Source: an optimization exercise on an open RTL-to-GDS flow (aim: small area). Production flows keep margins and buffers that such runs may drop. The RTL was checked by simulation tests, not by an equivalence proof against the original design.

<file path="flow/config.mk">
export PLATFORM = sky130hd
export DESIGN_NAME = ALU_wrapper
export DESIGN_NICKNAME = ALU_wrapper
export VERILOG_FILES = /design/flow/design.v
export SDC_FILE = /design/flow/constraint.sdc
export NUM_CORES = 4
export LEC_CHECK = 0
export CAP_MARGIN = 20
export CORE_MARGIN = 2
export CORE_UTILIZATION = 40
export CTS_CLUSTER_DIAMETER = 500
export CTS_CLUSTER_SIZE = 32
export GPL_TIMING_DRIVEN = 0
export SLEW_MARGIN = 20
</file>
<file path="flow/constraint.sdc">
create_clock -name core_clock -period 6.0 [get_ports {clk}]
set_input_delay 1.2000 -clock core_clock [delete_from_list [all_inputs] [get_ports {clk}]]
set_output_delay 1.2000 -clock core_clock [all_outputs]
set_load 0.01 [all_outputs]
</file>
<file path="flow/design.v">
module FA(a, b, c, s, co);
	input a, b, c;
	output s, co;
	assign s  = a ^ b ^ c;
	assign co = (a & b) | (a & c) | (b & c);
endmodule
module HA(a, b, s, co);
	input a, b;
	output s, co;
	assign s  = a ^ b;
	assign co = a & b;
endmodule
module ALU_wrapper( clk, reset, ABCmd_i, LoadA_i, LoadB_i, LoadCmd_i, ACC_o, Done_o);
	input clk;
	input reset;
	input LoadA_i;
	input LoadB_i;
	input LoadCmd_i;
	input [7:0] ABCmd_i;
	output [7:0] ACC_o;
	output Done_o;
	reg [7:0] rA, rB, ACC_o;
	wire [3:0] op  = ABCmd_i[3:0];
	wire       CI  = ABCmd_i[4];
	wire       shr = ABCmd_i[5];
	wire       BCD = ABCmd_i[6];
	wire       MUL = ABCmd_i[7];
	reg [2:0] state;
	wire RO      = ~state[2] & ~state[1];
	wire LoadA   = ~state[2] &  state[1];
	wire LoadB   =  state[2] & ~state[1];
	wire LoadCmd =  state[2] &  state[1];
	assign Done_o = state[0];
	wire nA = (RO & ~LoadCmd_i & ~LoadB_i & LoadA_i) | (LoadA & ~LoadB_i & ~LoadCmd_i) |
	          (LoadB & LoadA_i) | (LoadCmd & LoadA_i);
	wire nB = (RO & ~LoadCmd_i & LoadB_i) | (LoadA & LoadB_i) |
	          (LoadB & ~LoadA_i & ~LoadCmd_i) | (LoadCmd & ~LoadA_i & LoadB_i);
	wire nC = (RO & LoadCmd_i) | (LoadA & ~LoadB_i & LoadCmd_i) | (LoadB & ~LoadA_i & LoadCmd_i);
	wire nO = LoadCmd & ~LoadA_i & ~LoadB_i;
	always @(posedge clk or posedge reset)
		if (reset)
			state <= 3'b000;
		else
			state <= {nB | nC, nA | nC, nO};
	always @(posedge clk or posedge reset)
		if (reset) begin
			rA <= 0;
			rB <= 0;
		end else begin
			if (LoadA) rA <= ABCmd_i;
			if (LoadB) rB <= ABCmd_i;
		end
	reg  [7:0] lg;
	wire       lg8 = shr & rA[0];
	reg  [7:0] op2;
	wire       cin = CI & ~shr & ~(op[3] & op[2]);
	always @* begin
		case (op[1:0])
		    2'b00: lg = rA | rB;
		    2'b01: lg = rA & rB;
		    2'b10: lg = rA ^ rB;
		    2'b11: lg = rA;
		endcase
		if (shr)
		    lg = {CI, rA[7:1]};
		case (op[3:2])
		    2'b00: op2 = rB;
		    2'b01: op2 = ~rB;
		    2'b10: op2 = lg;
		    2'b11: op2 = 8'd0;
		endcase
	end
	wire [7:0] s;
	wire c1, c2, c3, c5, c6, c7;
	FA u_a0(.a(lg[0]), .b(op2[0]), .c(cin), .s(s[0]), .co(c1));
	FA u_a1(.a(lg[1]), .b(op2[1]), .c(c1),  .s(s[1]), .co(c2));
	FA u_a2(.a(lg[2]), .b(op2[2]), .c(c2),  .s(s[2]), .co(c3));
	wire t3  = lg[3] ^ op2[3];
	wire g3  = lg[3] & op2[3];
	assign s[3] = t3 ^ c3;
	wire s21 = s[2] | s[1];
	wire HC0 = g3 | (BCD & t3 & s21);
	wire HC1 = g3 | t3 | (BCD & ~t3 & s21);
	wire HC  = c3 ? HC1 : HC0;
	FA u_a4(.a(lg[4]), .b(op2[4]), .c(HC),  .s(s[4]), .co(c5));
	FA u_a5(.a(lg[5]), .b(op2[5]), .c(c5),  .s(s[5]), .co(c6));
	FA u_a6(.a(lg[6]), .b(op2[6]), .c(c6),  .s(s[6]), .co(c7));
	wire t7  = lg[7] ^ op2[7];
	wire g7  = lg[7] & op2[7];
	assign s[7] = t7 ^ c7;
	wire s65 = s[6] | s[5];
	wire CO0 = (lg8 ^ g7) | (BCD & t7 & s65);
	wire CO1 = (lg8 ^ (g7 | t7)) | (BCD & ~t7 & s65);
	wire CO  = c7 ? CO1 : CO0;
	wire V0  = rA[7] ^ op2[7] ^ CO0 ^ t7;
	wire V1  = rA[7] ^ op2[7] ^ CO1 ^ ~t7;
	wire AV  = c7 ? V1 : V0;
	wire AN  = s[7];
	wire AZ  = ~|s;
	reg mc_hi;
	wire pp0_0 = ~(rA[0] & rB[0]);
	wire pp0_1 = ~(rA[1] & rB[0]);
	wire pp0_2 = ~(rA[2] & rB[0]);
	wire pp0_3 = ~(rA[3] & rB[0]);
	wire pp0_4 = ~(rA[4] & rB[0]);
	wire pp0_5 = ~(rA[5] & rB[0]);
	wire pp0_6 = ~(rA[6] & rB[0]);
	wire pp0_7 = ~(rA[7] & rB[0]);
	wire pp1_0 = ~(rA[0] & rB[1]);
	wire pp1_1 = ~(rA[1] & rB[1]);
	wire pp1_2 = ~(rA[2] & rB[1]);
	wire pp1_3 = ~(rA[3] & rB[1]);
	wire pp1_4 = ~(rA[4] & rB[1]);
	wire pp1_5 = ~(rA[5] & rB[1]);
	wire pp1_6 = ~(rA[6] & rB[1]);
	wire pp1_7 = ~(rA[7] & rB[1]);
	wire pp2_0 = ~(rA[0] & rB[2]);
	wire pp2_1 = ~(rA[1] & rB[2]);
	wire pp2_2 = ~(rA[2] & rB[2]);
	wire pp2_3 = ~(rA[3] & rB[2]);
	wire pp2_4 = ~(rA[4] & rB[2]);
	wire pp2_5 = ~(rA[5] & rB[2]);
	wire pp2_6 = ~(rA[6] & rB[2]);
	wire pp2_7 = ~(rA[7] & rB[2]);
	wire pp3_0 = ~(rA[0] & rB[3]);
	wire pp3_1 = ~(rA[1] & rB[3]);
	wire pp3_2 = ~(rA[2] & rB[3]);
	wire pp3_3 = ~(rA[3] & rB[3]);
	wire pp3_4 = ~(rA[4] & rB[3]);
	wire pp3_5 = ~(rA[5] & rB[3]);
	wire pp3_6 = ~(rA[6] & rB[3]);
	wire pp3_7 = ~(rA[7] & rB[3]);
	wire pp4_0 = ~(rA[0] & rB[4]);
	wire pp4_1 = ~(rA[1] & rB[4]);
	wire pp4_2 = ~(rA[2] & rB[4]);
	wire pp4_3 = ~(rA[3] & rB[4]);
	wire pp4_4 = ~(rA[4] & rB[4]);
	wire pp4_5 = ~(rA[5] & rB[4]);
	wire pp4_6 = ~(rA[6] & rB[4]);
	wire pp4_7 = ~(rA[7] & rB[4]);
	wire pp5_0 = ~(rA[0] & rB[5]);
	wire pp5_1 = ~(rA[1] & rB[5]);
	wire pp5_2 = ~(rA[2] & rB[5]);
	wire pp5_3 = ~(rA[3] & rB[5]);
	wire pp5_4 = ~(rA[4] & rB[5]);
	wire pp5_5 = ~(rA[5] & rB[5]);
	wire pp5_6 = ~(rA[6] & rB[5]);
	wire pp5_7 = ~(rA[7] & rB[5]);
	wire pp6_0 = ~(rA[0] & rB[6]);
	wire pp6_1 = ~(rA[1] & rB[6]);
	wire pp6_2 = ~(rA[2] & rB[6]);
	wire pp6_3 = ~(rA[3] & rB[6]);
	wire pp6_4 = ~(rA[4] & rB[6]);
	wire pp6_5 = ~(rA[5] & rB[6]);
	wire pp6_6 = ~(rA[6] & rB[6]);
	wire pp6_7 = ~(rA[7] & rB[6]);
	wire pp7_0 = ~(rA[0] & rB[7]);
	wire pp7_1 = ~(rA[1] & rB[7]);
	wire pp7_2 = ~(rA[2] & rB[7]);
	wire pp7_3 = ~(rA[3] & rB[7]);
	wire pp7_4 = ~(rA[4] & rB[7]);
	wire pp7_5 = ~(rA[5] & rB[7]);
	wire pp7_6 = ~(rA[6] & rB[7]);
	wire pp7_7 = ~(rA[7] & rB[7]);
	wire ms0 = ~(pp0_6 ^ pp1_5);
	wire mc0 = pp0_6 | pp1_5;
	wire ms1, mc1;
	FA u_m1(.a(pp0_7), .b(pp1_6), .c(pp2_5), .s(ms1), .co(mc1));
	wire ms2 = ~(pp3_4 ^ pp4_3);
	wire mc2 = pp3_4 | pp4_3;
	wire ms3, mc3;
	FA u_m3(.a(pp1_7), .b(pp2_6), .c(pp3_5), .s(ms3), .co(mc3));
	wire ms4 = ~(pp4_4 ^ pp5_3);
	wire mc4 = pp4_4 | pp5_3;
	wire ms5, mc5;
	FA u_m5(.a(pp2_7), .b(pp3_6), .c(pp4_5), .s(ms5), .co(mc5));
	wire ms6 = ~(pp0_4 ^ pp1_3);
	wire mc6 = pp0_4 | pp1_3;
	wire ms7, mc7;
	FA u_m7(.a(pp0_5), .b(pp1_4), .c(pp2_3), .s(ms7), .co(mc7));
	wire ms8 = ~(pp3_2 ^ pp4_1);
	wire mc8 = pp3_2 | pp4_1;
	wire ms9, mc9;
	FA u_m9(.a(ms0), .b(pp2_4), .c(pp3_3), .s(ms9), .co(mc9));
	wire ms10, mc10;
	FA u_m10(.a(pp4_2), .b(pp5_1), .c(pp6_0), .s(ms10), .co(mc10));
	wire ms11, mc11;
	FA u_m11(.a(mc0), .b(ms1), .c(ms2), .s(ms11), .co(mc11));
	wire ms12, mc12;
	FA u_m12(.a(pp5_2), .b(pp6_1), .c(pp7_0), .s(ms12), .co(mc12));
	wire ms13, mc13;
	FA u_m13(.a(mc1), .b(mc2), .c(ms3), .s(ms13), .co(mc13));
	wire ms14, mc14;
	FA u_m14(.a(ms4), .b(pp6_2), .c(pp7_1), .s(ms14), .co(mc14));
	wire ms15, mc15;
	FA u_m15(.a(mc3), .b(mc4), .c(ms5), .s(ms15), .co(mc15));
	wire ms16, mc16;
	FA u_m16(.a(pp5_4), .b(pp6_3), .c(pp7_2), .s(ms16), .co(mc16));
	wire ms17, mc17;
	FA u_m17(.a(mc5), .b(pp3_7), .c(pp4_6), .s(ms17), .co(mc17));
	wire ms18, mc18;
	FA u_m18(.a(pp5_5), .b(pp6_4), .c(pp7_3), .s(ms18), .co(mc18));
	wire ms19, mc19;
	FA u_m19(.a(pp4_7), .b(pp5_6), .c(pp6_5), .s(ms19), .co(mc19));
	wire ms20 = ~(pp0_3 ^ pp1_2);
	wire mc20 = pp0_3 | pp1_2;
	wire ms21, mc21;
	FA u_m21(.a(ms6), .b(pp2_2), .c(pp3_1), .s(ms21), .co(mc21));
	wire ms22, mc22;
	FA u_m22(.a(mc6), .b(ms7), .c(ms8), .s(ms22), .co(mc22));
	wire ms23, mc23;
	FA u_m23(.a(mc7), .b(mc8), .c(ms9), .s(ms23), .co(mc23));
	wire ms24, mc24;
	FA u_m24(.a(mc9), .b(mc10), .c(ms11), .s(ms24), .co(mc24));
	wire ms25, mc25;
	FA u_m25(.a(mc11), .b(mc12), .c(ms13), .s(ms25), .co(mc25));
	wire ms26, mc26;
	FA u_m26(.a(mc13), .b(mc14), .c(ms15), .s(ms26), .co(mc26));
	wire ms27, mc27;
	FA u_m27(.a(mc15), .b(mc16), .c(ms17), .s(ms27), .co(mc27));
	wire ms28, mc28;
	FA u_m28(.a(mc17), .b(mc18), .c(ms19), .s(ms28), .co(mc28));
	wire ms29, mc29;
	FA u_m29(.a(mc19), .b(pp5_7), .c(pp6_6), .s(ms29), .co(mc29));
	wire ms30 = ~(pp0_2 ^ pp1_1);
	wire mc30 = pp0_2 | pp1_1;
	wire ms31, mc31;
	FA u_m31(.a(ms20), .b(pp2_1), .c(pp3_0), .s(ms31), .co(mc31));
	wire ms32, mc32;
	FA u_m32(.a(mc20), .b(ms21), .c(pp4_0), .s(ms32), .co(mc32));
	wire ms33, mc33;
	FA u_m33(.a(mc21), .b(ms22), .c(pp5_0), .s(ms33), .co(mc33));
	wire ms34, mc34;
	FA u_m34(.a(mc22), .b(ms23), .c(ms10), .s(ms34), .co(mc34));
	wire ms35, mc35;
	FA u_m35(.a(mc23), .b(ms24), .c(ms12), .s(ms35), .co(mc35));
	wire ms36, mc36;
	FA u_m36(.a(mc24), .b(ms25), .c(ms14), .s(ms36), .co(mc36));
	wire ms37, mc37;
	FA u_m37(.a(mc25), .b(ms26), .c(ms16), .s(ms37), .co(mc37));
	wire ms38, mc38;
	FA u_m38(.a(mc26), .b(ms27), .c(ms18), .s(ms38), .co(mc38));
	wire ms39, mc39;
	FA u_m39(.a(mc27), .b(ms28), .c(pp7_4), .s(ms39), .co(mc39));
	wire ms40, mc40;
	FA u_m40(.a(mc28), .b(ms29), .c(pp7_5), .s(ms40), .co(mc40));
	wire ms41, mc41;
	FA u_m41(.a(mc29), .b(pp6_7), .c(pp7_6), .s(ms41), .co(mc41));
	wire ms42 = ~(pp0_1 ^ pp1_0);
	wire mc42 = pp0_1 | pp1_0;
	wire ms43, mc43;
	FA u_m43(.a(ms30), .b(pp2_0), .c(mc42), .s(ms43), .co(mc43));
	wire ms44, mc44;
	FA u_m44(.a(mc30), .b(ms31), .c(mc43), .s(ms44), .co(mc44));
	wire ms45, mc45;
	FA u_m45(.a(mc31), .b(ms32), .c(mc44), .s(ms45), .co(mc45));
	wire ms46, mc46;
	FA u_m46(.a(mc32), .b(ms33), .c(mc45), .s(ms46), .co(mc46));
	wire ms47, mc47;
	FA u_m47(.a(mc33), .b(ms34), .c(mc46), .s(ms47), .co(mc47));
	wire ms48, mc48;
	FA u_m48(.a(mc34), .b(ms35), .c(mc47), .s(ms48), .co(mc48));
	wire mc_lo = mc48;
	wire ms49, mc49;
	FA u_m49(.a(mc35), .b(ms36), .c(mc_hi), .s(ms49), .co(mc49));
	wire ms50, mc50;
	FA u_m50(.a(mc36), .b(ms37), .c(mc49), .s(ms50), .co(mc50));
	wire ms51, mc51;
	FA u_m51(.a(mc37), .b(ms38), .c(mc50), .s(ms51), .co(mc51));
	wire mc_la = ~((~(mc37 | ms38)) | ((~(mc37 & ms38)) & (~(mc36 | ms37))) | ((~(mc37 & ms38)) & (~(mc36 & ms37)) & (~(mc35 | ms36))) | ((~(mc37 & ms38)) & (~(mc36 & ms37)) & (~(mc35 & ms36)) & ~mc_hi));
	wire ms52, mc52;
	FA u_m52(.a(mc38), .b(ms39), .c(mc_la), .s(ms52), .co(mc52));
	wire ms53, mc53;
	FA u_m53(.a(mc39), .b(ms40), .c(mc52), .s(ms53), .co(mc53));
	wire ms54, mc54;
	FA u_m54(.a(mc40), .b(ms41), .c(mc53), .s(ms54), .co(mc54));
	wire ms55, mc55;
	FA u_m55(.a(mc41), .b(pp7_7), .c(mc54), .s(ms55), .co(mc55));
	wire [15:0] mult_out = ~{mc55, ms55, ms54, ms53, ms52, ms51, ms50, ms49, ms48, ms47, ms46, ms45, ms44, ms43, ms42, pp0_0};
	always @(posedge clk)
		mc_hi <= mc_lo;
	always @(posedge clk or posedge reset)
		if (reset)
			ACC_o <= 0;
		else if (LoadCmd)
			ACC_o <= MUL ? mult_out[7:0] : s;
		else if (Done_o)
			ACC_o <= MUL ? mult_out[15:8] : {3'b000, CO, AV, AZ, AN, HC};
endmodule
</file>
<file path="flow/flow/run.sh">
#!/bin/bash
# Own layout flow: the standard ORFS flow, except that
#  - synthesis maps the design's FA/HA adder modules straight onto the
#    sky130 fa_1/ha_1 cells (flow/my_synth.tcl), and
#  - port buffers are the smallest buffer (buf_1).
# Each tool's output goes to a log file of its own in this folder.
set -euo pipefail
W=$(pwd)
F=$W/flow
# same make call as standard.sh, with our synthesis script
sed "s#SYNTH_SCRIPT=[^ ]*#SYNTH_SCRIPT=$F/my_synth.tcl#" standard.sh > my_standard.sh
grep -q "SYNTH_SCRIPT=$F/my_synth.tcl" my_standard.sh
# my_synth.tcl = synth_recipe.tcl with our own synth wrapper in place of its first line
{ echo "source $F/synth_pre.tcl"; tail -n +2 synth_recipe.tcl; } > $F/my_synth.tcl
export MY_FLOW_DIR=$F
if [[ -f $F/env.sh ]]; then source $F/env.sh; fi
bash my_standard.sh synth > synth.log 2>&1
bash my_standard.sh > layout.log 2>&1
</file>
<file path="flow/flow/abc3.script">
strash
ifraig
dc2
dch -f
map -a
mfs2
strash
dch -f
map -a
topo
</file>
<file path="flow/flow/adder_map.v">
module FA(a, b, c, s, co);
	input a, b, c;
	output s, co;
	sky130_fd_sc_hd__fa_1 _TECHMAP_REPLACE_ (.A(a), .B(b), .CIN(c), .SUM(s), .COUT(co));
endmodule

module HA(a, b, s, co);
	input a, b;
	output s, co;
	sky130_fd_sc_hd__ha_1 _TECHMAP_REPLACE_ (.A(a), .B(b), .SUM(s), .COUT(co));
endmodule
</file>
<file path="flow/flow/env.sh">
export BUFFER_PORTS_ARGS="-buffer_cell sky130_fd_sc_hd__buf_1"
export MY_NO_EXTRACT_FA=1
export MY_ABC_SCRIPT=abc3.script
</file>
<file path="flow/flow/my_synth.tcl">
source /design/flow/flow/synth_pre.tcl
source $::env(SCRIPTS_DIR)/synth.tcl
# left out here: clear keep_hierarchy, flatten, clean up, hide names made inside functions, write 1_2_yosys.v
</file>
<file path="flow/flow/synth_pre.tcl">
# Replaces the first line of synth_recipe.tcl (which wraps synth in -nofsm -noshare).
# Before the first synth call, the FA/HA adder modules of the design are mapped
# straight onto the platform's full/half adder cells, and ABC is given an
# area-oriented script.
proc synth {args} {
  if { ![info exists ::my_adders_mapped] } {
    set ::my_adders_mapped 1
    yosys proc
    yosys techmap -map $::env(MY_FLOW_DIR)/adder_map.v
    if { [info exists ::env(MY_NO_EXTRACT_FA)] } {
      unset ::env(ADDER_MAP_FILE)
    }
    if { [info exists ::env(MY_ABC_SCRIPT)] } {
      set i [lsearch -exact $::abc_args -script]
      lset ::abc_args [expr {$i + 1}] $::env(MY_FLOW_DIR)/$::env(MY_ABC_SCRIPT)
    }
  }
  yosys synth -nofsm -noshare {*}$args
}
</file>
<file path="flow/standard.sh">
#!/bin/bash
# synth_recipe.tcl (not shown) runs the flow's synth.tcl, then flattens the netlist and writes it again
# the make line also repeats each setting of config.mk as NAME=value (left out here)
make -C /OpenROAD-flow-scripts/flow DESIGN_CONFIG=/design/flow/config.mk WORK_HOME=/design/flow/orfs CLKGATE_MAP_FILE= SYNTH_SCRIPT=/design/flow/synth_recipe.tcl "${@:-finish}"
</file>
==> run_results.csv, run 1 <==
group,metric,value,unit
cells_and_area,fin_nets,487,
synth,synth_area_leaders,"fa_1 (34%), dfrtp_1 (21%), nand2_1 (12%), o21ai_0 (8.1%), nor2_1 (5.3%)",
clock_tree,clk_pin_slew_worst_paths,0.11,ns
sta,worst_hold_slack,0.496,ns
cells_and_area,antennaDiodeCount,0,
route,via_per_inst,5.56,
placement,place_ws,-0.665,ns
clock_tree,cts.sinks,28,
grt,antenna_found_initial,0,
cells_and_area,n_fill_cell,781,
route,avgRoutedWirePerCell,17.0,um
worst_setup_path,crit_required,6.17,ns
synth,post_synth.cell_area_avg,8.16,um2
floorplanning,dieArea,0.00873,mm2
worst_setup_path,end_kind,"flip-flop",
clock_tree,cts_max_level,1,
synth,synth_top_area_cell,"fa_1",
grt,overflow,0,
sta,relSlewSlack,30.0,%
floorplanning,io_pins,22,
placement,gp_congestion,0.917,
cells_and_area,multiInputGateArea,0.00240,mm2
synth,synth_nets,459,
synth,synth.distinct_cells,23,
sta,tightest_slew,1.05,ns
run_status,outcome,"no timing/DRC/antenna violations",
sta,skew,0.0132,ns
sta,slew_viol_final,0,
route,drtIter0Drc,188,
synth,synth-async-reset-ratio,96.4,%
synth,ys.flop_type,"dfrtp_1",
route,drcViolationCount,0,
sta,final-setup-viol-count,0,
sta,hold_violations,0,
route,ant_nets,0,
route,dr_total_vias,2897,
worst_setup_path,crit_type,"reg2reg",
cells_and_area,area_growth,10.1,%
grt,grt_max_degree,28,
grt,grt_usage,21.9,%
clock_tree,cts_buffers,3,
sta,period_minus_slack,5.78,ns
floorplanning,start_util,41.4,%
floorplanning,coreArea,0.00773,mm2
placement,port_buffers,21,
sta,fin_ws,0.218,ns
synth,yosys_warnings,1,
synth,syn_inst,392,
worst_setup_path,worstPathArrival,5.95,ns
sta,timing.fmax,0.173,GHz
clock_tree,postCtsHoldBufs,0,
worst_setup_path,path_max_fanout,11,
placement,dp_hpwl,7080,um
synth,yosys_register_bits,28,
cells_and_area,fin_util,45.6,%
cells_and_area,final_layout_size_suffix_gt1_share,7.40,%
hold_path,hold_class,"reg2reg",
route,routed_wl,8880,um
synth,syn_area,0.00320,mm2
synth,synth_edf_count,0,
sta,fin_crit_sh,96.4,%
clock_tree,worst_skew_pair.late_latency,0.29,ns
cells_and_area,seqCellArea,704,um2
flow_run,cap_viol_max_count,0,
synth,synth_top_area_share,33.8,%
floorplanning,die_h,93.4,um
synth,yosysSeqAreaShare,21.7,%
worst_setup_path,startpoint_type,"flip-flop",
floorplanning,die_w,93.4,um
clock_tree,cts_buffer_depth,2,
grt,grt_pass1_wl,14800,um
route,firstDrtPassIters,5,
floorplanning,rows,32,
grt,grt_pass1_vias,2918,
clock_tree,cts.root.buffer_cell,"clkbuf_8",
clock_tree,cts_tree,"built",
[sequential cells by signal (all words and copies together), names as in the netlist]
register	flops
ACC_o	8
state	3
rA	8
mc_hi	1
rB	8
[critical path, cell delays in order, from the launching register on]
cell and delay (ns):
dfrtp_1 0.61, nand2_1 0.12, fa_1 0.47, fa_1 0.44, fa_1 0.57, fa_1 0.48
maj3_1 0.38, maj3_1 0.33, maj3_1 0.35, fa_1 0.38, fa_1 0.39, fa_1 0.38
fa_1 0.50, nor2_1 0.05, a21oi_1 0.12, o21ai_0 0.08
[stage by stage]
stage | area [um2] | setup TNS (ns) | instances
floorplan | 3200 | 0 | 392
global placement | 3410 | -1.73 | 515
detailed placement | 3410 | -2.05 | 515
CTS | 3460 | 0 | 519
global route | 3520 | -0.00901 | 521
finish | 3520 | 0 | 521
[cell type report]
type,instances,share of cell area [%]
Tap cell,102,3.62
Clock buffer,4,1.28
Inverter,34,4.23
Multi-Input combinational cell,330,68.0
Sequential cell,28,20.0
Timing Repair Buffer,23,2.88
[cell families after synthesis]
logic type	after synthesis	share of synthesized area, %
AO/OA/AOI/OAI	101	17.6
XOR/XNOR	4	1.09
adder cells (fa/ha/maj)	57	34.7
buffers and inverters	34	3.99
flip-flops	28	21.7
AND/OR/NAND/NOR	168	20.9
[repair_timing]
action,in CTS,in global routing
pin swaps,0,1
endpoints found under the setup margin,2,4
resized for setup,8,20
endpoints found under the hold margin,0,0
buffers inserted,0,2
[synthesized netlist by cell type, types with 4 or more instances]
master and count:
o22ai_1 15, a21oi_1 20, fa_1 54, nand2_1 104
nand3_1 6, nor2_1 45, dfrtp_1 27, xor2_1 4
o21ai_0 52, clkinv_1 34, nand4_1 8
[metal layers]
layer  routed length (um)  track usage, %
met1                 3990            30.6
met2                 4160            35.4
met3                  612            3.79
met4                  116            5.76
met5                    0               0
[final timing paths]
check | to | start | cells after the start | slack [ns]
setup / recovery | ACC_o[6]$_DFFE_PP0P_ | rA[5]$_DFFE_PP0P_ | 15 | 0.22
hold / removal | ACC_o[6]$_DFFE_PP0P_ | ACC_o[6]$_DFFE_PP0P_ | 2 | 0.50
setup reg to reg | ACC_o[6]$_DFFE_PP0P_ | rA[5]$_DFFE_PP0P_ | 15 | 0.22
hold reg to reg | ACC_o[6]$_DFFE_PP0P_ | ACC_o[6]$_DFFE_PP0P_ | 2 | 0.50
max in group asynchronous | rA[7]$_DFFE_PP0P_ | reset | 2 | 4.63
min in group asynchronous | state[1]$_DFF_PP0_ | reset | 2 | 0.94
[cells in the final DEF, fill, tap and decap left out, types with 2 or more instances in the layout]
cell        Yosys  routed
a211oi_1        2       2
nand2_1       104     104
nand4_1         8       8
nor3_1          2       2
o21ai_2         0       2
buf_4           0       3
clkbuf_8        0       3
buf_1           0      17
o22ai_1        15      15
nand3_1         6       5
nor2_2          0       2
nor2_1         45      43
dfrtp_2         0       7
a31oi_1         3       3
a21oi_1        20      20
o21ai_0        52      50
or2_2           2       2
clkinv_1       34      28
buf_2           0       3
o211ai_1        3       3
xor2_1          4       4
clkinvlp_4      0       3
o311ai_0        3       3
dfrtp_1        27      20
maj3_1          3       3
fa_1           54      53
clkinv_4        0       2
==> run 2, diff against run 1 <==
==> flow/flow/env.sh (replaced) <==
export BUFFER_PORTS_ARGS="-buffer_cell sky130_fd_sc_hd__buf_1"
export MY_NO_EXTRACT_FA=1
export MY_ABC_SCRIPT=abc3.script
export RECOVER_POWER=100
--- a/flow/config.mk
+++ b/flow/config.mk
@@ -8,7 +8,5 @@
 export CAP_MARGIN = 20
 export CORE_MARGIN = 2
 export CORE_UTILIZATION = 40
-export CTS_CLUSTER_DIAMETER = 500
-export CTS_CLUSTER_SIZE = 32
 export GPL_TIMING_DRIVEN = 0
 export SLEW_MARGIN = 20
==> run_results.csv, run 2 <==
group,metric,value,unit
worst_setup_path,worstPathArrival,5.96,ns
route,drcViolationCount,0,
worst_setup_path,r2r_start,"rA[5]$_DFFE_PP0P_",
synth,synthSimpleGateAreaFrac,20.9,%
cells_and_area,antennaDiodeCount,0,
sta,skew,0.0166,ns
sta,fin_crit_sh,96.5,%
grt,grt_pass1_wl,14800,um
floorplanning,die_h,93.4,um
placement,port_buffers,21,
worst_setup_path,rrSetupSlack,0.21,ns
cells_and_area,seqCellArea,704,um2
sta,period_minus_slack,5.79,ns
worst_setup_path,startpoint_type,"flip-flop",
clock_tree,cts_buffers,3,
clock_tree,cts.root.buffer_cell,"clkbuf_8",
route,dr_total_vias,2905,
grt,grt_pass1_vias,2918,
run_status,outcome,"no timing/DRC/antenna violations",
route,drtIter0Drc,200,
cells_and_area,fin_nets,487,
floorplanning,die_w,93.4,um
clock_tree,cts_tree,"built",
synth,synth_nets,459,
floorplanning,dieArea,0.00873,mm2
placement,gp_congestion,0.917,
worst_setup_path,crit_required,6.17,ns
sta,tightest_slew,1.05,ns
floorplanning,rows,32,
worst_setup_path,crit_type,"reg2reg",
worst_setup_path,reg2reg_depth,15,
synth,synth-async-reset-ratio,96.4,%
synth,synth_top_area_share,33.8,%
sta,slew_viol_final,0,
cells_and_area,area_growth,10.1,%
flow_run,cap_viol_max_count,0,
cells_and_area,final_common_cell,"nand2_1",
cells_and_area,final_layout_size_suffix_gt1_share,7.16,%
synth,yosys_register_bits,28,
cells_and_area,final_cell_mix,"nand2_1 (104), fa_1 (53), o21ai_0 (50)",
worst_setup_path,r2r-end,"ACC_o[6]$_DFFE_PP0P_",
grt,grt_max_degree,28,
cells_and_area,n_fill_cell,781,
sta,final-setup-viol-count,0,
cells_and_area,stdcell_count,521,
floorplanning,coreArea,0.00773,mm2
synth,synth-adder-area-share,34.7,%
clock_tree,clk_pin_slew_worst_paths,0.11,ns
hold_path,hold_class,"reg2reg",
synth,synth_edf_count,0,
clock_tree,worst_skew_pair.late_latency,0.29,ns
synth,synth.area.mux_share,0,%
hold_path,min-delay-start,"ACC_o[6]$_DFFE_PP0P_",
synth,synth_top_family_by_area,"adder cells",
route,routed_wl,8910,um
placement,dp.cells,515,
synth,yosys_warnings,1,
route,via_per_inst,5.58,
synth,synth_top_area_cell,"fa_1",
clock_tree,cts.sinks,28,
synth,syn_area,0.00320,mm2
route,firstDrtPassIters,4,
synth,synth.distinct_cells,23,
synth,yosysSeqAreaShare,21.7,%
route,ant_nets,0,
route,avgRoutedWirePerCell,17.1,um
clock_tree,cts_buffer_depth,2,
sta,hold_violations,0,
grt,overflow,0,
cells_and_area,top_regs,"ACC_o x8, rA x8, rB x8",
grt,antenna_found_initial,0,
grt,grt_usage,21.9,%
synth,syn_inst,392,
synth,synth_xor_area_share,1.10,%
sta,timing.fmax,0.173,GHz
synth,synth_area_leaders,"fa_1 (34%), dfrtp_1 (21%), nand2_1 (12%), o21ai_0 (8.1%), nor2_1 (5.3%)",
cells_and_area,multiInputGateArea,0.00240,mm2
worst_setup_path,crit_end,"ACC_o[6]$_DFFE_PP0P_",
synth,ys.flop_type,"dfrtp_1",
synth,synth_compound_area_share,17.6,%
sta,tns,0,ns
synth,yosys-top-cells-count,"nand2_1 (104), fa_1 (54), o21ai_0 (52)",
floorplanning,start_util,41.4,%
worst_setup_path,path_max_fanout,11,
sta,relSlewSlack,29.5,%
worst_setup_path,end_kind,"flip-flop",
clock_tree,cts_max_level,1,
worst_setup_path,crit_path_start,"rA[5]$_DFFE_PP0P_",
floorplanning,io_pins,22,
synth,yosysMostFrequentCell,"nand2_1",
placement,dp_hpwl,7080,um
synth,post_synth.cell_area_avg,8.16,um2
[run 2: cell counts after synthesis]
No cell type changed its count.
[run 2: what timing repair did]
action,CTS,global route
pin swaps,0,1
buffers inserted,0,2
gates cloned,0,0
gates resized for setup,8,20
setup endpoints to repair,2,4
hold buffers,0,0
endpoints found under the hold margin,0,0
[run 2: layout make-up]
type,count,area share [%]
sequential,28,20.0
multi-input combinational,330,68.0
tap,102,3.62
timing repair buffer,23,2.88
clock buffer,4,1.28
inverter,34,4.23
[run 2: worst min path at each step]
| stage | to | slack, ns | cells past startpoint |
|---|---|---|---|
| global route | ACC_o[6]$_DFFE_PP0P_ | 0.52 | 2 |
| detailed placement | ACC_o[6]$_DFFE_PP0P_ | 0.48 | 2 |
| CTS | ACC_o[6]$_DFFE_PP0P_ | 0.50 | 2 |
| floorplan | ACC_o[1]$_DFFE_PP0P_ | 0.52 | 2 |
| global placement | ACC_o[6]$_DFFE_PP0P_ | 0.46 | 2 |
| finish | ACC_o[6]$_DFFE_PP0P_ | 0.50 | 2 |
[run 2: worst max-delay path, stage by stage (launching register included)]
cell and delay [ns]:
dfrtp_1 0.62, nand2_1 0.12, fa_1 0.47, fa_1 0.44, fa_1 0.57, fa_1 0.48
maj3_1 0.38, maj3_1 0.33, maj3_1 0.35, fa_1 0.38, fa_1 0.39, fa_1 0.38
fa_1 0.50, nor2_1 0.05, a21oi_1 0.12, o21ai_0 0.08
[run 2: cells by family (layout without fill, tap and decap cells)]
kind of cell | count (synthesis) | count (layout)
simple gates | 168 | 168
fa+ha+maj | 57 | 57
xor+xnor | 4 | 4
flops | 28 | 28
compound gates | 101 | 101
buf+inv | 34 | 61
[run 2: metal layers]
metal,track usage (%),up-vias,routed length [um]
li1,-,1381,-
met1,30.6,1414,3990
met2,35.4,100,4180
met3,3.79,10,626
met4,5.76,0,116
met5,0,-,0
[run 2: per-stage QoR]
step	utilization, %	setup WS, ns	cell area, um2	hold WS, ns
global placement	44.1	-0.551	3410	0.465
finish	45.6	0.213	3520	0.497
CTS	44.8	0.0141	3460	0.503
global route	45.6	-0.00901	3520	0.525
detailed placement	44.1	-0.665	3410	0.477
floorplan	-	0.284	3200	0.519
==> run 3, diff against run 2 <==
==> flow/flow/env.sh (replaced) <==
export BUFFER_PORTS_ARGS="-buffer_cell sky130_fd_sc_hd__buf_1"
export MY_NO_EXTRACT_FA=1
export MY_ABC_SCRIPT=abc3.script
--- a/flow/config.mk
+++ b/flow/config.mk
@@ -7,6 +7,6 @@
 export LEC_CHECK = 0
 export CAP_MARGIN = 20
 export CORE_MARGIN = 2
-export CORE_UTILIZATION = 40
+export CORE_UTILIZATION = 55
 export GPL_TIMING_DRIVEN = 0
 export SLEW_MARGIN = 20
==> run_results.csv, run 3 <==
group,metric,value,unit
cells_and_area,fin_nets,500,
floorplanning,coreArea,0.00557,mm2
placement,gp_congestion,0.945,
grt,grt_pass1_vias,2758,
worst_setup_path,reg2reg_depth,16,
run_status,outcome,"no timing/DRC/antenna violations",
worst_setup_path,r2r-end,"ACC_o[6]$_DFFE_PP0P_",
clock_tree,cts_tree,"built",
route,firstDrtPassIters,5,
synth,synth_area_leaders,"fa_1 (34%), dfrtp_1 (21%), nand2_1 (12%), o21ai_0 (8.1%), nor2_1 (5.3%)",
sta,hold_violations,0,
sta,timing.fmax,0.175,GHz
worst_setup_path,crit_required,6.17,ns
synth,synth.distinct_cells,23,
route,ant_nets,0,
placement,dp_hpwl,6690,um
hold_path,hold_class,"reg2reg",
hold_path,min-delay-start,"ACC_o[1]$_DFFE_PP0P_",
synth,yosysMostFrequentCell,"nand2_1",
route,routed_wl,8830,um
clock_tree,clk_pin_slew_worst_paths,0.11,ns
sta,tightest_slew,1.08,ns
synth,synth_top_area_share,33.8,%
sta,period_minus_slack,5.73,ns
synth,synth_top_area_cell,"fa_1",
cells_and_area,antennaDiodeCount,0,
cells_and_area,fin_util,64.6,%
clock_tree,cts_buffers,3,
flow_run,cap_viol_max_count,0,
worst_setup_path,worstPathArrival,5.90,ns
worst_setup_path,crit_type,"reg2reg",
synth,yosysSeqAreaShare,21.7,%
floorplanning,die_w,80.3,um
clock_tree,cts_buffer_depth,2,
worst_setup_path,rrSetupSlack,0.27,ns
route,drcViolationCount,0,
cells_and_area,top_regs,"ACC_o x8, rA x8, rB x8",
clock_tree,cts.sinks,28,
sta,skew,0.0120,ns
grt,use_met1,46.4,%
grt,grt_usage,29.9,%
cells_and_area,n_fill_cell,502,
clock_tree,cts_max_level,1,
grt,overflow,0,
grt,grt_max_degree,28,
floorplanning,dieArea,0.00644,mm2
placement,place_ws,-0.603,ns
sta,worst_hold_slack,0.494,ns
worst_setup_path,path_max_fanout,11,
sta,relSlewSlack,27.5,%
worst_setup_path,crit_end,"ACC_o[6]$_DFFE_PP0P_",
route,avgRoutedWirePerCell,17.5,um
grt,use_met2,46.7,%
route,via_per_inst,5.89,
synth,synth_edf_count,0,
floorplanning,start_util,57.4,%
grt,use_met3,3.26,%
synth,yosys_register_bits,28,
synth,yosys_warnings,1,
synth,syn_area,0.00320,mm2
worst_setup_path,end_kind,"flip-flop",
cells_and_area,final_cell_mix,"nand2_1 (104), fa_1 (53), o21ai_0 (48)",
worst_setup_path,crit_path_start,"rA[3]$_DFFE_PP0P_",
floorplanning,rows,27,
synth,synth_nets,459,
sta,fin_ws,0.270,ns
sta,final-setup-viol-count,0,
placement,dp.cells,485,
synth,ys.flop_type,"dfrtp_1",
synth,syn_inst,392,
grt,antenna_found_initial,0,
cells_and_area,area_growth,12.6,%
clock_tree,worst_skew_pair.late_latency,0.29,ns
route,dr_total_vias,2970,
sta,slew_viol_final,0,
floorplanning,die_h,80.3,um
placement,port_buffers,21,
sta,rsz0062_at_grt,"false",
floorplanning,io_pins,22,
cells_and_area,stdcell_count,504,
route,drtIter0Drc,225,
clock_tree,cts.root.buffer_cell,"clkbuf_8",
cells_and_area,final_common_cell,"nand2_1",
synth,post_synth.cell_area_avg,8.16,um2
grt,grt_pass1_wl,14400,um
worst_setup_path,startpoint_type,"flip-flop",
sta,fin_crit_sh,95.5,%
synth,synth-async-reset-ratio,96.4,%
synth,yosys-top-cells-count,"nand2_1 (104), fa_1 (54), o21ai_0 (52)",
clock_tree,postCtsHoldBufs,0,
worst_setup_path,r2r_start,"rA[3]$_DFFE_PP0P_",
grt,top_usage_layer,"met2",
cells_and_area,final_layout_size_suffix_gt1_share,11.6,%
==> run 3: critical path, cell delays in order, from the launching register on <==
cell and delay, ns:
dfrtp_2 0.55, clkinvlp_4 0.23, o22ai_1 0.23, nand2_1 0.09, fa_1 0.41, fa_1 0.57, fa_1 0.47, maj3_1 0.39
maj3_1 0.35, maj3_1 0.35, fa_1 0.41, fa_1 0.41, fa_1 0.40, fa_1 0.50, nor2_1 0.04, a21oi_1 0.13
o21ai_1 0.07
==> run 3: cell type report <==
| type | count | area (um2) | area share (%) |
|---|---|---|---|
| Multi-Input combinational cell | 330 | 2390 | 66.4 |
| Sequential cell | 28 | 708 | 19.7 |
| Timing Repair Buffer | 36 | 201 | 5.59 |
| Inverter | 34 | 156 | 4.34 |
| Tap cell | 72 | 90.1 | 2.50 |
| Clock buffer | 4 | 55.1 | 1.53 |
==> run 3: worst min path at each step <==
stage          slack [ns]  depth (start not counted)              endpoint
2_1_floorplan        0.52                          2  ACC_o[1]$_DFFE_PP0P_
3_3_place_gp         0.47                          2  ACC_o[6]$_DFFE_PP0P_
3_5_place_dp         0.47                          2  ACC_o[1]$_DFFE_PP0P_
4_1_cts              0.50                          2  ACC_o[1]$_DFFE_PP0P_
5_1_grt              0.51                          2  ACC_o[1]$_DFFE_PP0P_
6_report             0.49                          2  ACC_o[1]$_DFFE_PP0P_
==> run 3: kinds of logic (layout without fill, tap and decap cells) <==
group | count (synthesis) | after routing | synth area share (%)
buf+inv | 34 | 74 | 3.99
simple gates | 168 | 168 | 20.9
compound gates | 101 | 101 | 17.6
fa+ha+maj | 57 | 57 | 34.7
xor+xnor | 4 | 4 | 1.09
flops | 28 | 28 | 21.7
==> run 3: through the flow <==
step	cell area, um2	TNS [ns]
floorplan	3200	0
global placement	3370	-1.33
detailed placement	3370	-1.76
CTS	3430	0
global route	3600	0
finish	3600	0
==> run 3: metal layers <==
layer | part of all wire (%) | wire length [um]
met5 | 0 | 0
met2 | 47 | 4190
met3 | 7.2 | 634
met4 | 0.97 | 86
met1 | 44 | 3920
==> run 3: what timing repair did <==
action / CTS / global route
pin swaps: 0 / 0
resized for setup: 8 / 29
setup buffers: 0 / 15
setup endpoints to repair: 3 / 5
==> run 4, diff against run 3 <==
==> flow/config.mk (replaced) <==
export PLATFORM = sky130hd
export DESIGN_NAME = ALU_wrapper
export DESIGN_NICKNAME = ALU_wrapper
export VERILOG_FILES = /design/flow/design.v
export SDC_FILE = /design/flow/constraint.sdc
export NUM_CORES = 4
export LEC_CHECK = 0
export CAP_MARGIN = 0
export CORE_MARGIN = 2
export CORE_UTILIZATION = 40
export GPL_TIMING_DRIVEN = 0
export SLEW_MARGIN = 0
==> run_results.csv, run 4 <==
group,metric,value,unit
hold_path,min-delay-start,"ACC_o[6]$_DFFE_PP0P_",
flow_run,cap_viol_max_count,0,
grt,antenna_found_initial,0,
sta,hold_violations,0,
grt,grt_pass1_wl,14800,um
sta,timing.fmax,0.173,GHz
cells_and_area,fin_util,45.6,%
sta,final-setup-viol-count,0,
cells_and_area,area_growth,10.1,%
placement,dpl-instance-area,0.00341,mm2
synth,ys.flop_type,"dfrtp_1",
route,ant_nets,0,
cells_and_area,n_fill_cell,781,
clock_tree,cts.sinks,28,
cells_and_area,final_layout_size_suffix_gt1_share,7.16,%
synth,synth_top_area_cell,"fa_1",
synth,synth_area_leaders,"fa_1 (34%), dfrtp_1 (21%), nand2_1 (12%), o21ai_0 (8.1%), nor2_1 (5.3%)",
route,dr_total_vias,2897,
worst_setup_path,end_kind,"flip-flop",
synth,synth_edf_count,0,
clock_tree,clk_pin_slew_worst_paths,0.11,ns
sta,relSlewSlack,30.0,%
sta,fin_ws,0.218,ns
hold_path,hold_end,"ACC_o[6]$_DFFE_PP0P_",
sta,skew,0.0132,ns
floorplanning,io_pins,22,
floorplanning,die_w,93.4,um
synth,yosys_register_bits,28,
floorplanning,dieArea,0.00873,mm2
floorplanning,die_h,93.4,um
synth,synth.distinct_cells,23,
synth,yosys-top-cells-count,"nand2_1 (104), fa_1 (54), o21ai_0 (52)",
floorplanning,start_util,41.4,%
worst_setup_path,rrSetupSlack,0.22,ns
cells_and_area,final_common_cell,"nand2_1",
placement,gp_congestion,0.917,
floorplanning,coreArea,0.00773,mm2
worst_setup_path,crit_type,"reg2reg",
run_status,outcome,"no timing/DRC/antenna violations",
worst_setup_path,crit_required,6.17,ns
clock_tree,cts_buffers,3,
grt,grt_max_degree,28,
clock_tree,cts_tree,"built",
cells_and_area,seqCellArea,704,um2
worst_setup_path,worstPathArrival,5.95,ns
route,routed_wl,8880,um
cells_and_area,antennaDiodeCount,0,
placement,place_ws,-0.665,ns
synth,synth-async-reset-ratio,96.4,%
synth,synth_top_area_share,33.8,%
cells_and_area,fin_nets,487,
route,via_per_inst,5.56,
synth,yosys_warnings,1,
worst_setup_path,r2r-end,"ACC_o[6]$_DFFE_PP0P_",
route,drtIter0Drc,188,
worst_setup_path,reg2reg_depth,15,
synth,synth_nets,459,
sta,tns,0,ns
clock_tree,worst_skew_pair.late_latency,0.29,ns
sta,worst_hold_slack,0.496,ns
route,drcViolationCount,0,
cells_and_area,final_cell_mix,"nand2_1 (104), fa_1 (53), o21ai_0 (50)",
cells_and_area,multiInputGateArea,0.00240,mm2
worst_setup_path,path_max_fanout,11,
synth,syn_area,0.00320,mm2
route,firstDrtPassIters,5,
route,avgRoutedWirePerCell,17.0,um
sta,slew_viol_final,0,
clock_tree,cts_buffer_depth,2,
clock_tree,cts_max_level,1,
grt,grt_pass1_vias,2918,
placement,port_buffers,21,
floorplanning,rows,32,
grt,grt_usage,21.9,%
sta,fin_crit_sh,96.4,%
cells_and_area,design_area,0.00352,mm2
synth,yosysSeqAreaShare,21.7,%
grt,overflow,0,
cells_and_area,top_regs,"ACC_o x8, rA x8, rB x8",
synth,syn_inst,392,
hold_path,hold_class,"reg2reg",
hold_path,whs_path_depth,2,
clock_tree,cts.root.buffer_cell,"clkbuf_8",
placement,dp_hpwl,7080,um
synth,yosysMostFrequentCell,"nand2_1",
worst_setup_path,r2r_start,"rA[5]$_DFFE_PP0P_",
worst_setup_path,startpoint_type,"flip-flop",
sta,tightest_slew,1.05,ns
clock_tree,postCtsHoldBufs,0,
sta,period_minus_slack,5.78,ns
synth,post_synth.cell_area_avg,8.16,um2
-- run 4: cell counts after synthesis --
Identical to the previous run, type by type.
-- run 4: metal layers --
layer | track usage (%) | routed length, um | vias to the layer above
met4 | 5.76 | 116 | 0
met3 | 3.79 | 612 | 10
met1 | 30.6 | 3990 | 1417
li1 | - | - | 1384
met5 | 0 | 0 | -
met2 | 35.4 | 4160 | 86
-- run 4: how the worst max path moves through the flow --
stage / from / to / depth (start not counted)
final: rA[5]$_DFFE_PP0P_ / ACC_o[6]$_DFFE_PP0P_ / 15
after global routing: ABCmd_i[0] / ACC_o[3]$_DFFE_PP0P_ / 24
after CTS: rB[1]$_DFFE_PP0P_ / ACC_o[6]$_DFFE_PP0P_ / 16
after detailed placement: ABCmd_i[0] / ACC_o[3]$_DFFE_PP0P_ / 23
after global placement: ABCmd_i[0] / ACC_o[3]$_DFFE_PP0P_ / 23
after floorplan: ABCmd_i[5] / ACC_o[3]$_DFFE_PP0P_ / 22
-- run 4: kinds of logic (layout without fill, tap and decap cells) --
group / after synthesis / count (layout) / synth area share (%)
AND/OR/NAND/NOR: 168 / 168 / 20.9
AO/OA/AOI/OAI: 101 / 101 / 17.6
adder cells (fa/ha/maj): 57 / 57 / 34.7
buffers and inverters: 34 / 61 / 3.99
flip-flops: 28 / 28 / 21.7
XOR/XNOR: 4 / 4 / 1.09
-- run 4: critical path, cell delays in order (launching register included) --
cell and delay [ns]:
dfrtp_1 0.61, nand2_1 0.12, fa_1 0.47, fa_1 0.44, fa_1 0.57, fa_1 0.48
maj3_1 0.38, maj3_1 0.33, maj3_1 0.35, fa_1 0.38, fa_1 0.39, fa_1 0.38
fa_1 0.50, nor2_1 0.05, a21oi_1 0.12, o21ai_0 0.08
-- run 4: timing repair --
item                                    CTS  global route
pin swaps                                 0             1
gates resized for setup                   8            20
buffers inserted                          0             2
endpoints found under the setup margin    2             4
-- run 4: metrics by stage --
step / cells
global route: 521
finish: 521
detailed placement: 515
CTS: 519
floorplan: 392
global placement: 515
-- run 4: final cells by class --
type                            count  area share (%)
Sequential cell                    28            20.0
Timing Repair Buffer               23            2.88
Tap cell                          102            3.62
Inverter                           34            4.23
Clock buffer                        4            1.28
Multi-Input combinational cell    330            68.0
==> run 5, diff against run 4 <==
==> flow/flow/env.sh (replaced) <==
export BUFFER_PORTS_ARGS="-buffer_cell sky130_fd_sc_hd__buf_1"
export MY_NO_EXTRACT_FA=1
export MY_ABC_SCRIPT=abc3.script
export SETUP_MOVE_SEQUENCE="unbuffer,sizeup,swap"
--- a/flow/config.mk
+++ b/flow/config.mk
@@ -5,8 +5,8 @@
 export SDC_FILE = /design/flow/constraint.sdc
 export NUM_CORES = 4
 export LEC_CHECK = 0
-export CAP_MARGIN = 0
+export CAP_MARGIN = 20
 export CORE_MARGIN = 2
 export CORE_UTILIZATION = 40
 export GPL_TIMING_DRIVEN = 0
-export SLEW_MARGIN = 0
+export SLEW_MARGIN = 20
==> run_results.csv, run 5 <==
group,metric,value,unit
run_status,outcome,"no timing/DRC/antenna violations",
grt,grt_usage,21.9,%
placement,gp_congestion,0.917,
grt,antenna_found_initial,0,
clock_tree,cts.sinks,28,
synth,post_synth.cell_area_avg,8.16,um2
cells_and_area,fin_nets,485,
placement,port_buffers,21,
route,firstDrtPassIters,4,
sta,tightest_slew,1.05,ns
floorplanning,start_util,41.4,%
sta,hold_violations,0,
grt,overflow,0,
synth,synth_top_family_by_area,"adder cells",
sta,final-setup-viol-count,0,
synth,syn_inst,392,
worst_setup_path,startpoint_type,"flip-flop",
worst_setup_path,slowest_stage,"dfrtp_1",
floorplanning,die_w,93.4,um
cells_and_area,multiInputGateArea,0.00240,mm2
cells_and_area,seqCellArea,704,um2
synth,syn_area,0.00320,mm2
synth,synth-async-reset-ratio,96.4,%
route,dr_total_vias,2886,
worst_setup_path,worst-path-buf-inv,0,
clock_tree,postCtsHoldBufs,0,
grt,grt_pass1_wl,14800,um
worst_setup_path,crit_required,6.16,ns
sta,timing.fmax,0.173,GHz
sta,slew_viol_final,0,
grt,grt_pass1_vias,2918,
synth,ys.flop_type,"dfrtp_1",
floorplanning,rows,32,
synth,synth_edf_count,0,
clock_tree,cts_buffer_depth,2,
sta,skew,0.00879,ns
worst_setup_path,end_kind,"flip-flop",
sta,relSlewSlack,30.0,%
route,via_per_inst,5.56,
clock_tree,cts.root.buffer_cell,"clkbuf_8",
synth,synthSimpleGateAreaFrac,20.9,%
worst_setup_path,crit_family,"adder cells",
synth,yosys-top-cells-count,"nand2_1 (104), fa_1 (54), o21ai_0 (52)",
worst_setup_path,rrSetupSlack,0.20,ns
synth,synth_top_area_share,33.8,%
floorplanning,io_pins,22,
route,routed_wl,8850,um
clock_tree,worst_skew_pair.late_latency,0.29,ns
hold_path,whs_path_depth,2,
worst_setup_path,critical_path.most_common_cell,"fa_1",
worst_setup_path,cp_cell_sequence,"nand2_1 -> fa_1 -> fa_1 -> fa_1 -> fa_1 -> maj3_1 -> maj3_1 -> maj3_1 -> fa_1 -> fa_1 -> fa_1 -> fa_1 -> nor2_1 -> a21oi_1 -> o21ai_0",
synth,synth.area.mux_share,0,%
placement,dp.cells,515,
sta,tns,0,ns
worst_setup_path,critPathMaxStageDelay,0.61,ns
worst_setup_path,path_max_fanout,10,
cells_and_area,area_growth,9.82,%
grt,grt_max_degree,28,
hold_path,hold_end,"ACC_o[6]$_DFFE_PP0P_",
synth,yosys_register_bits,28,
worst_setup_path,crit_path_start,"rB[2]$_DFFE_PP0P_",
cells_and_area,top_regs,"ACC_o x8, rA x8, rB x8",
synth,yosysSeqAreaShare,21.7,%
floorplanning,coreArea,0.00773,mm2
cells_and_area,final_cell_mix,"nand2_1 (104), fa_1 (53), o21ai_0 (49)",
synth,synth-adder-area-share,34.7,%
cells_and_area,final_layout_size_suffix_gt1_share,7.19,%
synth,synth_xor_area_share,1.10,%
cells_and_area,antennaDiodeCount,0,
clock_tree,cts_tree,"built",
sta,rsz0062_at_grt,"false",
synth,synth_nets,459,
floorplanning,die_h,93.4,um
route,drtIter0Drc,198,
synth,yosysMostFrequentCell,"nand2_1",
cells_and_area,n_fill_cell,784,
clock_tree,clk_pin_slew_worst_paths,0.10,ns
placement,dp_hpwl,7080,um
cells_and_area,stdcell_count,519,
cells_and_area,final_common_cell,"nand2_1",
clock_tree,cts_max_level,1,
sta,period_minus_slack,5.80,ns
synth,synth_compound_area_share,17.6,%
sta,fin_crit_sh,96.6,%
route,drcViolationCount,0,
floorplanning,dieArea,0.00873,mm2
synth,synth_area_leaders,"fa_1 (34%), dfrtp_1 (21%), nand2_1 (12%), o21ai_0 (8.1%), nor2_1 (5.3%)",
synth,synth_top_area_cell,"fa_1",
route,ant_nets,0,
synth,synth.distinct_cells,23,
worst_setup_path,crit_type,"reg2reg",
cells_and_area,fin_util,45.5,%
worst_setup_path,r2r-end,"ACC_o[6]$_DFFE_PP0P_",
worst_setup_path,worstPathArrival,5.96,ns
route,avgRoutedWirePerCell,17.0,um
flow_run,cap_viol_max_count,0,
worst_setup_path,r2r_start,"rB[2]$_DFFE_PP0P_",
clock_tree,cts_buffers,3,
synth,yosys_warnings,1,
hold_path,min-delay-start,"ACC_o[6]$_DFFE_PP0P_",
worst_setup_path,reg2reg_depth,15,
hold_path,hold_class,"reg2reg",
## run 5: cell counts after synthesis
Identical to the previous run, type by type.
## run 5: routing by layer
layer / up-vias / track usage, % / part of all wire [%] / wire length (um)
met2: 108 / 35.4 / 46 / 4060
met3: 13 / 3.79 / 8.1 / 719
met4: 0 / 5.76 / 1.8 / 157
li1: 1373 / - / - / -
met1: 1392 / 30.6 / 44 / 3910
met5: - / 0 / 0 / 0
## run 5: what timing repair did
item	4_1_cts	5_1_grt
resized for setup	8	23
pin swaps	0	2
buffers inserted	0	0
endpoints found under the setup margin	2	4
cloned	0	0
## run 5: kinds of logic after synthesis
group	after synthesis
XOR/XNOR	4
buffers and inverters	34
adder cells (fa/ha/maj)	57
flip-flops	28
AO/OA/AOI/OAI	101
AND/OR/NAND/NOR	168
## run 5: worst max path at each step
stage | endpoint | cells after the start
after floorplan | ACC_o[3]$_DFFE_PP0P_ | 22
after global placement | ACC_o[3]$_DFFE_PP0P_ | 23
after detailed placement | ACC_o[3]$_DFFE_PP0P_ | 23
after CTS | ACC_o[6]$_DFFE_PP0P_ | 16
after global routing | ACC_o[6]$_DFFE_PP0P_ | 15
final | ACC_o[6]$_DFFE_PP0P_ | 15
## run 5: area by class of cell
class | count | share of cell area [%]
Timing Repair Buffer | 21 | 2.53
Inverter | 34 | 4.24
Clock buffer | 4 | 1.28
Multi-Input combinational cell | 330 | 68.3
Tap cell | 102 | 3.63
Sequential cell | 28 | 20.0
## run 5: tightest hold or removal path, stage by stage, from the launching register on
cell,delay (ns)
dfrtp_1,0.36
nand2_1,0.05
o21ai_0,0.06
## run 5: through the flow
| stage | hold slack, ns | area (um2) | worst slack (ns) |
|---|---|---|---|
| floorplan | 0.519 | 3200 | 0.284 |
| global placement | 0.465 | 3410 | -0.551 |
| detailed placement | 0.477 | 3410 | -0.665 |
| CTS | 0.503 | 3460 | 0.0141 |
| global route | 0.525 | 3510 | 0.00129 |
| finish | 0.495 | 3510 | 0.203 |
==> run 6, diff against run 5 <==
==> flow/flow/abc10.script (new file) <==
&get -n
&st
&dch -f
&nf -R 1000
&put
topo
==> flow/flow/env.sh (replaced) <==
export BUFFER_PORTS_ARGS="-buffer_cell sky130_fd_sc_hd__buf_1"
export MY_NO_EXTRACT_FA=1
export MY_ABC_SCRIPT=abc10.script
removed: flow/flow/abc3.script
==> run_results.csv, run 6 <==
group,metric,value,unit
run_status,outcome,"no timing/DRC/antenna violations",
clock_tree,cts.sinks,28,
worst_setup_path,crit_type,"in2reg",
sta,final-setup-viol-count,0,
synth,synth_top_area_share,33.5,%
floorplanning,start_util,41.6,%
cells_and_area,fin_nets,452,
cells_and_area,final_layout_size_suffix_gt1_share,7.29,%
synth,synth_edf_count,0,
synth,ys.flop_type,"dfrtp_1",
cells_and_area,final_common_cell,"nand2_1",
route,via_per_inst,5.64,
grt,grt_pass1_vias,2745,
sta,tns,0,ns
placement,gp_congestion,0.852,
clock_tree,clk_pin_slew_worst_paths,0.11,ns
sta,timing.fmax,0.170,GHz
sta,tightest_slew,0.943,ns
worst_setup_path,r2r-end,"ACC_o[3]$_DFFE_PP0P_",
route,ant_nets,0,
sta,worst_hold_slack,0.498,ns
worst_setup_path,rrSetupSlack,0.37,ns
grt,grt_pass1_wl,14100,um
clock_tree,cts_tree,"built",
cells_and_area,n_fill_cell,768,
synth,syn_area,0.00323,mm2
synth,yosys_register_bits,28,
hold_path,whs_path_depth,2,
cells_and_area,top_regs,"ACC_o x8, rA x8, rB x8",
floorplanning,die_h,93.9,um
worst_setup_path,worstPathArrival,6.11,ns
synth,yosysMostFrequentCell,"nand2_1",
sta,slew_viol_final,0,
route,avgRoutedWirePerCell,17.1,um
synth,synth-async-reset-ratio,96.4,%
hold_path,min-delay-start,"ACC_o[1]$_DFFE_PP0P_",
sta,skew,0.00922,ns
grt,grt_max_degree,28,
synth,syn_inst,351,
placement,dp.cells,474,
cells_and_area,final_cell_mix,"nand2_1 (94), fa_1 (50), nor2_1 (28)",
cells_and_area,design_area,0.00364,mm2
grt,antenna_found_initial,0,
flow_run,cap_viol_max_count,0,
hold_path,hold_class,"reg2reg",
placement,dp_hpwl,6310,um
sta,relSlewSlack,37.0,%
worst_setup_path,reg2reg_depth,22,
route,routed_wl,8320,um
route,drcViolationCount,0,
grt,grt_usage,20.7,%
floorplanning,die_w,93.9,um
synth,synth_area_leaders,"fa_1 (33%), dfrtp_1 (21%), nand2_1 (11%), a21oi_1 (4.2%), mux2_1 (4.2%)",
hold_path,hold_end,"ACC_o[1]$_DFFE_PP0P_",
synth,yosysSeqAreaShare,21.5,%
placement,dpl-instance-area,0.00344,mm2
route,dr_total_vias,2741,
worst_setup_path,crit_required,6.22,ns
placement,port_buffers,21,
cells_and_area,antennaDiodeCount,0,
route,firstDrtPassIters,5,
clock_tree,cts_buffers,3,
synth,synth.distinct_cells,32,
worst_setup_path,startpoint_type,"input port",
clock_tree,worst_skew_pair.late_latency,0.28,ns
floorplanning,dieArea,0.00881,mm2
synth,post_synth.cell_area_avg,9.20,um2
synth,yosys-top-cells-count,"nand2_1 (95), fa_1 (54), nor2_1 (28)",
clock_tree,cts.root.buffer_cell,"clkbuf_8",
clock_tree,cts_max_level,1,
route,drtIter0Drc,126,
floorplanning,rows,32,
sta,hold_violations,0,
worst_setup_path,r2r_start,"rB[0]$_DFFE_PP0P_",
clock_tree,cts_buffer_depth,2,
worst_setup_path,end_kind,"flip-flop",
sta,rsz0062_at_grt,"true",
synth,yosys_warnings,1,
worst_setup_path,path_max_fanout,6,
sta,period_minus_slack,5.90,ns
floorplanning,coreArea,0.00777,mm2
synth,synth_nets,418,
cells_and_area,stdcell_count,486,
synth,synth_top_area_cell,"fa_1",
sta,fin_crit_sh,98.3,%
grt,overflow,0,
floorplanning,io_pins,22,
cells_and_area,area_growth,12.8,%
[run 6: cell count changes after synthesis, moves of 12 or more]
cell,before,now
o21ai_0,52,18
clkinv_1,34,7
nor2_1,45,28
o22ai_1,15,1
mux2_1,0,12
[run 6: worst max-delay path by stage]
stage | endpoint | depth (start not counted) | slack (ns) | start
after floorplan | ACC_o[3]$_DFFE_PP0P_ | 22 | 0.002 | ABCmd_i[1]
after global placement | ACC_o[3]$_DFFE_PP0P_ | 23 | -0.77 | ABCmd_i[1]
after detailed placement | ACC_o[3]$_DFFE_PP0P_ | 23 | -0.85 | ABCmd_i[1]
after CTS | ACC_o[3]$_DFFE_PP0P_ | 23 | 0.006 | ABCmd_i[1]
after global routing | ACC_o[3]$_DFFE_PP0P_ | 23 | -0.21 | ABCmd_i[1]
final | ACC_o[3]$_DFFE_PP0P_ | 23 | 0.10 | ABCmd_i[1]
[run 6: worst max-delay path, stage by stage]
cell	delay [ns]
buf_12	0.11
nand2b_4	0.15
a22oi_2	0.23
o31ai_4	0.11
a221o_1	0.35
fa_2	0.37
fa_2	0.35
fa_1	0.48
o21ai_2	0.14
nor2_1	0.06
nor3_1	0.14
a31oi_1	0.09
fa_2	0.36
fa_2	0.35
fa_1	0.53
or2_1	0.14
nand2_1	0.08
o211ai_1	0.18
o211a_1	0.21
nor2_1	0.06
xnor2_1	0.16
o21ai_1	0.08
a31oi_1	0.18
[run 6: metal layers]
metal	vias to the layer above	GRT usage, %	routed length, um
met5	-	0	0
met2	86	32.1	3830
met4	0	4.59	153
li1	1307	-	-
met3	10	2.65	594
met1	1338	31.0	3740
[run 6: final cells by class]
cell class                 count  area, um2  area share, %
tap                          102        128           3.50
sequential                    28        696           19.1
multi-input combinational    316       2550           70.1
clock inverter                 1       30.0          0.824
timing repair buffer          29        161           4.43
clock buffer                   3       41.3           1.13
inverter                       7       31.3          0.859
[run 6: kinds of logic after synthesis]
| kind of cell | count (synthesis) | share of synthesized area, % |
|---|---|---|
| compound gates | 92 | 18.7 |
| fa+ha+maj | 54 | 33.5 |
| simple gates | 152 | 19.7 |
| xor+xnor | 6 | 1.63 |
| flops | 28 | 21.5 |
| buf+inv | 7 | 0.814 |
| mux | 12 | 4.18 |
[run 6: what timing repair did]
action	CTS	global route
hold buffers	0	0
cloned	0	0
endpoints found under the setup margin	4	3
buffers inserted	6	2
resized for setup	14	11
pin swaps	5	4
[run 6: per-stage QoR]
step | util [%] | setup WS, ns
final | 46.9 | 0.102
after global routing | 46.9 | -0.211
after CTS | 46.3 | 0.00594
after detailed placement | 44.3 | -0.854
after global placement | 44.3 | -0.774
after floorplan | - | 0.00155

==> re-timing with driven ports <==
The flow's constraints put no driver on any port. The routed layouts listed below were extracted and timed again, unchanged, in two steps. Step 1 (the two cells are an assumption about what drives the block):
set clk [get_ports {clk}]
set_driving_cell -lib_cell sky130_fd_sc_hd__clkbuf_16 $clk
set_driving_cell -lib_cell sky130_fd_sc_hd__buf_2 [delete_from_list [all_inputs] $clk]
Step 2 adds t to the input delays and takes it off the output delays; t is the mean of the earliest and latest rising clock arrival at the registers after step 1. Input paths then give back, and output paths get back, about the clock's delay inside the block. a / b / c = ideal / step 1 / step 2; a / b = the first two.
run | t (ns) | setup WS [ns] | hold slack, ns | worst setup path after step 2 | worst register clock-pin slew, ns
run 1 | 0.317 | 0.218 / 0.218 / -0.059 | 0.496 / 0.496 / 0.496 | input to register | 0.11 / 0.11
run 2 | 0.318 | 0.213 / 0.213 / -0.056 | 0.497 / 0.497 / 0.497 | input to register | 0.11 / 0.11
run 3 | 0.312 | 0.270 / 0.270 / -0.028 | 0.494 / 0.494 / 0.494 | input to register | 0.11 / 0.11
run 4 | 0.317 | 0.218 / 0.218 / -0.059 | 0.496 / 0.496 / 0.496 | input to register | 0.11 / 0.11
run 5 | 0.316 | 0.203 / 0.203 / -0.086 | 0.495 / 0.495 / 0.495 | input to register | 0.10 / 0.10
run 6 | 0.310 | 0.102 / 0.086 / -0.225 | 0.498 / 0.498 / 0.498 | input to register | 0.11 / 0.11
Met with ideal ports but missed after step 2: setup timing in every run listed. The setup slack of run 6, which loses most, moves by -0.016 ns with the drivers and by -0.327 ns with both steps.
